This design comes from an exercise in tuning for small area and a short achievable clock period on the open sky130 flow, not from production work.
The RTL was checked by simulation tests, not by an equivalence proof against the original design.

==> inputs of v4 <==
==> flow/design.v <==
module question_6(
    input clk,
    input rst,
    input signed [15:0] x,
    output reg signed [15:0] y
);
    reg signed [15:0] x1, x2;       
    reg signed [15:0] y1, y2, y3;  
    always @(posedge clk or posedge rst) begin
        if (rst) begin
            x1 <= 16'sd0;
            x2 <= 16'sd0;
            y1 <= 16'sd0;
            y2 <= 16'sd0;
            y3 <= 16'sd0;
            y  <= 16'sd0;
        end else begin
            y <= x - x1 + x2 + y3 + (y1 >>> 1) + (y2 >>> 2);
            x2 <= x1;
            x1 <= x;
            y3 <= y2;
            y2 <= y1;
            y1 <= y;
        end
    end
endmodule
==> flow/run.sh <==
#!/bin/bash
# synth_recipe.tcl (not shown) runs the flow's synth.tcl, then flattens the netlist and writes it again
# the make line also repeats each setting of config.mk as NAME=value (left out here)
make -C /OpenROAD-flow-scripts/flow DESIGN_CONFIG=/design/flow/config.mk WORK_HOME=/design/flow/orfs CLKGATE_MAP_FILE= SYNTH_SCRIPT=/design/flow/synth_recipe.tcl finish
==> flow/config.mk <==
export PLATFORM = sky130hd
export DESIGN_NAME = question_6
export DESIGN_NICKNAME = question_6
export VERILOG_FILES = /design/flow/design.v
export SDC_FILE = /design/flow/constraint.sdc
export NUM_CORES = 4
export LEC_CHECK = 0
export CAP_MARGIN = 20
export CORE_MARGIN = 2
export CORE_UTILIZATION = 40
export SLEW_MARGIN = 20
==> flow/constraint.sdc <==
create_clock -name core_clock -period 5.0 [get_ports {clk}]
set_input_delay 1.0000 -clock core_clock [delete_from_list [all_inputs] [get_ports {clk}]]
set_output_delay 1.0000 -clock core_clock [all_outputs]
set_load 0.01 [all_outputs]
==> v32 (differences from v4) <==
==> flow/design.v, changed modules only <==
module pg3_pre (
    input  [15:0] a,
    input  [15:0] b,
    output [15:0] p,
    output [15:0] g,
    output [15:0] o
);
    assign p = a ^ b;
    assign g = a & b;
    assign o = a | b;
endmodule
module pg3_post #(parameter INV = 0) (
    input  [15:0] p,
    input  [15:0] g,
    input  [15:0] o,
    input  [15:0] ci,
    output [15:0] s,
    output [15:0] c
);
    wire [15:0] cc = INV ? ~ci : ci;
    assign s = p ^ cc;
    assign c = (cc & o) | (~cc & g);
endmodule
module add16 (
    input  [15:0] a,
    input  [15:0] b,
    output [15:0] s
);
    assign s = a + b;
endmodule
module question_6(
    input clk,
    input rst,
    input signed [15:0] x,
    output reg signed [15:0] y
);
    reg signed [15:0] s1, s2, s3;
    wire [15:0] y_sh1 = {y[15], y[15:1]};
    wire [15:0] y_sh2 = {y[15], y[15], y[15:2]};
    wire [15:0] p1, g1, o1, p2, g2, o2;
    wire [15:0] ss1, cc1, ss2, cc2;
    wire [15:0] y_n, s1_n, s2_n;
    pg3_pre pre1 (.a(s2), .b(y_sh1), .p(p1), .g(g1), .o(o1));
    pg3_pre pre2 (.a(s3), .b(y_sh2), .p(p2), .g(g2), .o(o2));
    pg3_post #(.INV(1)) post1 (.p(p1), .g(g1), .o(o1), .ci(x), .s(ss1), .c(cc1));
    pg3_post #(.INV(0)) post2 (.p(p2), .g(g2), .o(o2), .ci(x), .s(ss2), .c(cc2));
    add16 add_y  (.a(x),   .b(s1),                .s(y_n));
    add16 add_s1 (.a(ss1), .b({cc1[14:0], 1'b1}), .s(s1_n));
    add16 add_s2 (.a(ss2), .b({cc2[14:0], 1'b0}), .s(s2_n));
    always @(posedge clk or posedge rst) begin
        if (rst) begin
            s1 <= 16'sd0;
            s2 <= 16'sd0;
            s3 <= 16'sd0;
            y  <= 16'sd0;
        end else begin
            y  <= y_n;
            s1 <= s1_n;
            s2 <= s2_n;
            s3 <= y;
        end
    end
endmodule
==> flow/flow/run.sh (new file) <==
#!/bin/bash
# Own flow: the standard synthesis, then the combinational logic re-mapped by
# ABC with a delay target (flow/remap.tcl), then the standard layout steps.
# Each tool's output goes to a log file of its own in this folder.
set -euo pipefail
W=$(pwd)
R=$W/orfs/results/$FLOW_PLATFORM/question_6/base
D=$(cat flow/abc_delay_ps)

bash standard.sh synth > $W/log_1_standard_synth.txt 2>&1
cp $R/1_2_yosys.v $W/standard_synth.v

sed "s/{D}/$D/g" flow/abc_remap.script > $W/abc_remap.script
printf "set_driving_cell sky130_fd_sc_hd__buf_1\nset_load 5\n" > $W/abc_remap.constr
REMAP_IN=$W/standard_synth.v REMAP_OUT=$W/remap.v REMAP_SCRIPT=$W/abc_remap.script \
REMAP_CONSTR=$W/abc_remap.constr \
LIB_FILE=$FLOW_HOME/platforms/$FLOW_PLATFORM/lib/sky130_fd_sc_hd__tt_025C_1v80.lib \
  yosys -c flow/remap.tcl > $W/log_2_remap_yosys.txt 2>&1
# keep only the top module (the cell definitions were read from the library)
awk -v top="$FLOW_TOP" '$1=="module" && index($2, top "(")==1 {f=1} f{print} /^endmodule/{f=0}' $W/remap.v.all > $W/remap.v
cp $W/remap.v $R/1_2_yosys.v
rm -f $R/1_synth.odb $R/1_synth.sdc

export BUFFER_PORTS_ARGS="-buffer_cell sky130_fd_sc_hd__buf_2"
export CTS_ARGS="-sink_clustering_enable -repair_clock_nets -buf_list sky130_fd_sc_hd__clkbuf_4 -root_buf sky130_fd_sc_hd__clkbuf_8 -sink_clustering_size 16 -dont_use_dummy_load"
bash standard.sh finish > $W/log_3_standard_layout.txt 2>&1
==> flow/flow/abc_delay_ps (new file) <==
1400
==> flow/flow/abc_remap.script (new file) <==
strash
dch
map -D {D}
strash
dch
map -D {D}
topo
stime -c
buffer -c
upsize -c -D {D}
dnsize -c -D {D}
==> flow/flow/remap.tcl (new file) <==
# Re-map the combinational logic of the standard synthesis netlist with ABC,
# using a delay target, so that ABC recovers area off the critical paths
# instead of upsizing every gate. Flip-flops are kept as they are (same
# instances, names and cell types).
# env: REMAP_IN REMAP_OUT REMAP_SCRIPT LIB_FILE
yosys -import
set lib $::env(LIB_FILE)
read_liberty -lib $lib
read_verilog $::env(REMAP_IN)
read_liberty -overwrite -ignore_miss_func $lib
hierarchy -top $::env(FLOW_TOP)
set seq {}
foreach c [regexp -all -inline {sky130_fd_sc_hd__df[a-z0-9_]+} [read [open $::env(REMAP_IN)]]] {
  if {[lsearch $seq $c] < 0} { lappend seq $c }
}
setattr -mod -set keep_hierarchy 1 {*}$seq
flatten
select $::env(FLOW_TOP)
opt_clean
# cells the platform marks don't-use (probe and low-power-flow cells)
set dont_use {}
foreach {m c} [regexp -all -inline {cell\s*\(\s*"?(sky130_fd_sc_hd__(?:lpflow_|probe)[A-Za-z0-9_]*)} [read [open $lib]]] {
  lappend dont_use -dont_use $c
}
abc -liberty $lib {*}$dont_use -script $::env(REMAP_SCRIPT) -constr $::env(REMAP_CONSTR)
opt_clean -purge
hilomap -singleton -hicell sky130_fd_sc_hd__conb_1 HI -locell sky130_fd_sc_hd__conb_1 LO
insbuf -buf sky130_fd_sc_hd__buf_4 A X
opt_clean -purge
tee -o $::env(REMAP_OUT).stat stat -liberty $lib
write_verilog -noattr -nohex -nodec -selected $::env(REMAP_OUT).all
==> flow/standard.sh (new file) <==
#!/bin/bash
# synth_recipe.tcl (not shown) runs the flow's synth.tcl, then flattens the netlist and writes it again
# the make line also repeats each setting of config.mk as NAME=value (left out here)
make -C /OpenROAD-flow-scripts/flow DESIGN_CONFIG=/design/flow/config.mk WORK_HOME=/design/flow/orfs CLKGATE_MAP_FILE= SYNTH_SCRIPT=/design/flow/synth_recipe.tcl "${@:-finish}"
--- a/flow/config.mk
+++ b/flow/config.mk
@@ -9,3 +9,7 @@
 export CORE_MARGIN = 2
 export CORE_UTILIZATION = 40
+export CTS_BUF_LIST = sky130_fd_sc_hd__clkbuf_8
+export CTS_CLUSTER_SIZE = 24
+export SETUP_SLACK_MARGIN = 2.6
 export SLEW_MARGIN = 20
+export TNS_END_PERCENT = 100
removed: flow/run.sh
==> results.txt <==
                                                                     v32                       v4
Non-clock buffering overhead                                       8.27%                    6.11%
Most used cell along the critical path           sky130_fd_sc_hd__nor2_2    sky130_fd_sc_hd__fa_1
Detail Route met2 WL                                             5920 um                  3460 um
Status                                           complete, no violations  complete, no violations
R2R depth                                                             11                       15
Core Footprint                                                11500 um^2               11400 um^2
CP peak stage delay                                               380 ps                   560 ps
Die extent in y                                                   113 um                   112 um
Post-CTS Resized                                                       7                        0
First DRT Iteration DRCs                                             150                      121
Fraction of area in clock buffers and inverters                    2.13%                    5.77%
Comb_multi_in                                                        503                      148
First-pass GRT wire length                                      18600 um                 13000 um
Total GRT Usage                                                    18.3%                    13.4%
Final nets                                                           762                      501
Data required, critical path                                     5280 ps                  5220 ps

========
==> run R <==
question_6, a different RTL version from the one above (not shown whole).
Settings: LEC_CHECK=0, CAP_MARGIN=20, CORE_MARGIN=2, CORE_UTILIZATION=40, SETUP_SLACK_MARGIN=2.6, SLEW_MARGIN=20, TNS_END_PERCENT=100; clock period 5.0 ns.
standard.sh (not shown) runs the stock make flow with config.mk's settings and CLKGATE_MAP_FILE= SYNTH_SCRIPT=/design/flow/synth_recipe.tcl, a recipe that flattens the netlist after the stock synthesis.
==> flow/flow/run.sh <==
#!/bin/bash
set -euo pipefail
W=$(pwd)
R=$W/orfs/results/$FLOW_PLATFORM/question_6/base
LIB=$FLOW_HOME/platforms/$FLOW_PLATFORM/lib/sky130_fd_sc_hd__tt_025C_1v80.lib

bash standard.sh synth > $W/log_1_standard_synth.txt 2>&1
cp $R/1_2_yosys.v $W/standard_synth.v

WORK=$W LIB_FILE=$LIB yosys -c flow/synth_map.tcl > $W/log_2_own_synth_yosys.txt 2>&1

# the registers must be those of the standard synthesis: same names, same cells
regs() { grep -oE 'sky130_fd_sc_hd__df[a-z0-9_]+ +[^ ]+' "$1" | sed -E 's/_[0-9]+ / /' | sort; }
regs $W/standard_synth.v > $W/regs_standard.txt
regs $W/own_synth.v > $W/regs_own.txt
if ! cmp -s $W/regs_standard.txt $W/regs_own.txt; then
  echo "registers differ from the standard synthesis" >&2
  diff $W/regs_standard.txt $W/regs_own.txt >&2 || true
  exit 1
fi

cp $W/own_synth.v $R/1_2_yosys.v
rm -f $R/1_synth.odb $R/1_synth.sdc

export BUFFER_PORTS_ARGS="-buffer_cell sky130_fd_sc_hd__buf_2"
export CTS_ARGS="-sink_clustering_enable -repair_clock_nets -buf_list sky130_fd_sc_hd__clkbuf_4 -root_buf sky130_fd_sc_hd__clkbuf_8 -sink_clustering_size 16 -dont_use_dummy_load"
bash standard.sh finish > $W/log_3_standard_layout.txt 2>&1
Other scripts of this flow, unchanged in this note and not shown: flow/flow/q6_cells.v, flow/flow/synth_map.tcl
==> run X: changes against run R <==
Settings changed: SETUP_SLACK_MARGIN 2.6 to 2.7.
==> qor.csv <==
metric,value,unit
CP Data Required Time,5210,ps
GR Util met3,3.25,%
Achievable Freq,458,MHz
sequential cell area,1600,sq um
Vias,3574,
fraction of final layout cells sized beyond drive strength 1,9.11,%
status,finished clean,
footprint of the multi-input gates,2570,sq um
The numbers above come from run X.

==> qor.csv <==
metric,value,unit
sequential cell area,1600,sq um
CP Data Required Time,5280,ps
Achievable Freq,448,MHz
Vias,3578,
initial antenna violation count,0,
Die Y,108,um
GR Util met3,3.01,%
DRT Pass-1 Iters,4,
fraction of final layout cells sized beyond drive strength 1,8.32,%
status,finished clean,
footprint of the multi-input gates,2520,sq um
The numbers above come from run R.

[what the ideal ports hide]
Ports are ideal in the flow. The routed layouts listed here were re-timed in OpenROAD.
Step 1: set_driving_cell puts a clkbuf_16 on clk and a buf_2 on each other input, an assumption about the parent block.
Step 2 adds t to the input delays and takes it off the output delays; t is the mean of the earliest and latest rising clock arrival at the registers after step 1. Input paths then give back, and output paths get back, about the clock's delay inside the block.
a / b / c = ideal ports / drivers / drivers and shift; a / b = the first two.
run | shift t [ns] | setup slack, ns | worst setup path at the end | worst data-port slew with drivers (ns)
v4 | 0.374 | 0.575 / 0.584 / 0.210 | input to register | 0.03
v32 | 0.384 | 2.614 / 2.603 / 2.219 | input to register | 0.06
run R | 0.376 | 2.768 / 2.768 / 2.401 | input to register | 0.03
run X | 0.372 | 2.819 / 2.833 / 2.461 | input to register | 0.03
After both steps setup and hold are still met in every run listed. The setup slack of v32, which loses most, moves by -0.011 ns with the drivers and by -0.395 ns with both steps.
